From an optimization exercise on the open Yosys and OpenROAD flow, aimed at small area and a short achievable clock period; shortcuts taken in it are not production practice.
In this exercise RTL edits were held to simulation tests only and were not proved equivalent to the original.
No activity file was given, so power comes from the tool's default toggle rates.

job 3458:
Design Project, start of the top module:
module Project(
      input clock,
      input reset,
      output [7:0]  imem_addr,
      input  [15:0] imem_data,
      output [15:0] dmem_addr,
      output [15:0] dmem_wdata,
      output        dmem_we,
      input  [15:0] dmem_rdata,
      output        wb_en,
      output [2:0]  wb_dest,
      output [15:0] wb_data
  );
  wire stall_n;
  wire zero;
  reg  [7:0]  pc;
  reg  [15:0] ir;         
  reg         id_jmp;     
  reg         id_st;      
  reg         id_br;      
  wire [3:0]  if_op = imem_data[15:12];
  wire [7:0]  br8 = {{2{ir[5]}}, ir[5:0]};
  wire [7:0]  pc_inc = pc + 8'd1;
  wire [7:0]  pc_next = id_jmp ? br8 : id_br ? pc_inc + br8 : pc_inc;
  always @(posedge clock) begin
    if (reset) begin
      pc <= 8'd0;
      ir[15:3] <= 13'd0;
      id_jmp <= 1'b0;
      id_st <= 1'b0;
      id_br <= 1'b0;
    end else if (stall_n) begin
      pc <= pc_next;
      ir[15:3] <= imem_data[15:3];
      id_jmp <= if_op == 4'd14;
      id_st <= if_op == 4'd12;
      id_br <= (if_op == 4'd13) & zero;
    end
  end
  always @(posedge clock)
    if (stall_n) ir[2:0] <= imem_data[2:0];
  wire [3:0] op = ir[15:12];
  wire [2:0] rd = ir[11:9];
  wire [2:0] rs = ir[8:6];
  wire [2:0] src2 = id_st ? rd : ir[5:3];
  reg        ex_wb, mem_wb, wb_wb;
  reg [2:0]  ex_rd, mem_rd, wb_rd;
  function hit(input [2:0] r, input e1, input [2:0] d1, input e2, input [2:0] d2, input e3, input [2:0] d3);
    hit = (r != 3'd0) & ((e1 & (r == d1)) | (e2 & (r == d2)) | (e3 & (r == d3)));
  endfunction
  assign stall_n = ~(hit(rs, ex_wb, ex_rd, mem_wb, mem_rd, wb_wb, wb_rd) |
                     hit(src2, ex_wb, ex_rd, mem_wb, mem_rd, wb_wb, wb_rd) |
                     hit(rd, ex_wb, ex_rd, mem_wb, mem_rd, wb_wb, wb_rd));
  reg [15:0] regs [1:7];
  reg [7:1]  valid;
  ...
Size: about 1700 cells after synthesis, roughly 95 I/O pins, about 17000 sq um of cells after synthesis.
clock: 8.0 ns
lec_check: 0
cap_margin: 20
core_margin: 2
core_utilization: 50
setup_slack_margin: 5
slew_margin: 20
run.sh (not shown) runs the stock make flow with config.mk's settings and CLKGATE_MAP_FILE= SYNTH_SCRIPT=/design/flow/synth_recipe.tcl, a recipe that flattens the netlist after the stock synthesis.
#### Input delta (job 2580 over job 3458)
Settings: SETUP_SLACK_MARGIN: 5 -> unset; CORE_UTILIZATION: 50 -> 60.
==> flow/flow/run.sh (new file) <==
#!/bin/bash
set -euo pipefail
export SETUP_SLACK_MARGIN=5.0
export BUFFER_PORTS_ARGS="-buffer_cell sky130_fd_sc_hd__buf_1"
bash standard.sh > standard.log 2>&1
==> flow/standard.sh (new file) <==
#!/bin/bash
# synth_recipe.tcl (not shown) runs the flow's synth.tcl, then flattens the netlist and writes it again
# the make line also repeats each setting of config.mk as NAME=value (left out here)
make -C /OpenROAD-flow-scripts/flow DESIGN_CONFIG=/design/flow/config.mk WORK_HOME=/design/flow/orfs CLKGATE_MAP_FILE= SYNTH_SCRIPT=/design/flow/synth_recipe.tcl "${@:-finish}"
removed: flow/run.sh
Notes after the runs:
- Having completed the whole flow, job 2580 delivered a layout that passed the timing, design-rule and antenna checks.
- Comparing job 3458 and job 2580, the higher length of routed met3 wiring is on job 2580.
- Of job 2580 and job 3458, it is job 2580 that has the lower cell count.
- Job 2580 ended up with id_br as its endpoint of the worst setup timing path; job 3458 ended up with wb_dest[0].
- Beginning of the critical path: ex_bb[11] -> job 2580, wb_rd[0] -> job 3458
- The multi-input gate area in the final layout of job 2580 exceeds that of job 3458 by 0.78%.
--- input diff job 2580..job 5525 ---
--- a/flow/flow/run.sh
+++ b/flow/flow/run.sh
@@ -3 +3 @@
-export SETUP_SLACK_MARGIN=5.0
+export SETUP_SLACK_MARGIN=5.3
Results
- Between job 2580 and job 5525, the flow reports power increasing by a few percent.
- Job 2580 was routed with fewer vias than job 5525.
- Job 5525 vs job 2580: clock-buffer cell count up by a few percent
- The setup slack of job 5525 was superior to that of job 2580.
- Job 5525 vs job 2580: final critical delay including setup and external delays down
- Job 5525 ended up with a higher routed wire length than job 2580 did.
- Going from job 2580 to job 5525, the sum of buffers and inverters on the critical path was found to have gone up by 1.
- Clock skew: job 5525 vs job 2580 — no meaningful difference
Inputs modified between job 5525 and job 8308:
Settings: CORE_UTILIZATION changed from 60 to 50.
==> flow/flow/run.sh <==
#!/bin/bash
set -euo pipefail
export SETUP_SLACK_MARGIN=5.6
export BUFFER_PORTS_ARGS="-buffer_cell sky130_fd_sc_hd__buf_2"
bash standard.sh > standard.log 2>&1
--- outcome ---
- Row first-pass iteration count of the detailed router: job 8308 higher / job 5525 lower
- Final instance count without filler cells sits higher in job 8308 than in job 5525.
- Per the comparison of job 8308 with job 5525, multi-input logic portion of the cell area fell by 2.1 points; total length of routed wires went up 5.9%; critical path depth lost 1.
- Global-route wire length before repair (higher): job 8308
- Job 8308 vs. job 5525: area growth from synthesis to final layout higher; worst setup margin went up by 53 ps; global-route usage over all layers now sits lower; final weighted congestion in routability-driven placement +0.99%.
The inputs of job 9270 differ from those of job 8308 as listed below.
Settings: setting CTS_BUF_LIST to sky130_fd_sc_hd__clkbuf_8 for the first time; changing CORE_UTILIZATION from 50 to 60; setting CTS_CLUSTER_SIZE to 20 for the first time.
==> flow/flow/run.sh <==
#!/bin/bash
set -euo pipefail
export SETUP_SLACK_MARGIN=5.3
export BUFFER_PORTS_ARGS="-buffer_cell sky130_fd_sc_hd__buf_1"
bash standard.sh > standard.log 2>&1
==> run notes <==
Compare job 9270 and job 8308 | number of cells traversed by the worst register-to-register path higher: job 8308
Going from job 8308 to job 9270, net switching share of the total power went up 0.85 points, global-route wire length before repair went down 6.4%, number of global-route vias before repair went down 3.6%, cell area went down 10%.
When job 9270 is measured against job 8308, its final setup slack of the worst path turns out 17 ps higher.
Row met1 wire length: job 9270 lower / job 8308 higher

what the ideal ports hide:
The flow's constraints put no driver on any port. The routed layouts listed below were extracted and timed again, unchanged, in two steps. Step 1, drivers: a clkbuf_16 drives clock and a buf_2 each remaining input, both assumed. Step 2 adds t to the input delays and takes it off the output delays; t is the mean of the earliest and latest rising clock arrival at the registers after step 1. Input paths then give back, and output paths get back, about the clock's delay inside the block. Slacks: ideal ports / drivers / drivers and shift; pairs: ideal ports / drivers.
run	t (ns)	slack for setup (ns)	slew at the worst register clock pin (ns)
job 3458	0.637	5.006 / 4.950 / 5.033	0.07 / 0.07
job 2580	0.623	5.032 / 4.991 / 5.032	0.07 / 0.07
job 5525	0.621	5.240 / 5.185 / 5.036	0.07 / 0.07
job 8308	0.625	5.293 / 5.237 / 5.263	0.08 / 0.08
job 9270	0.621	5.310 / 5.261 / 5.078	0.07 / 0.07
After both steps setup and hold are still met in every run listed. The setup slack of job 9270, which loses most, moves by -0.049 ns with the drivers and by -0.232 ns with both steps.
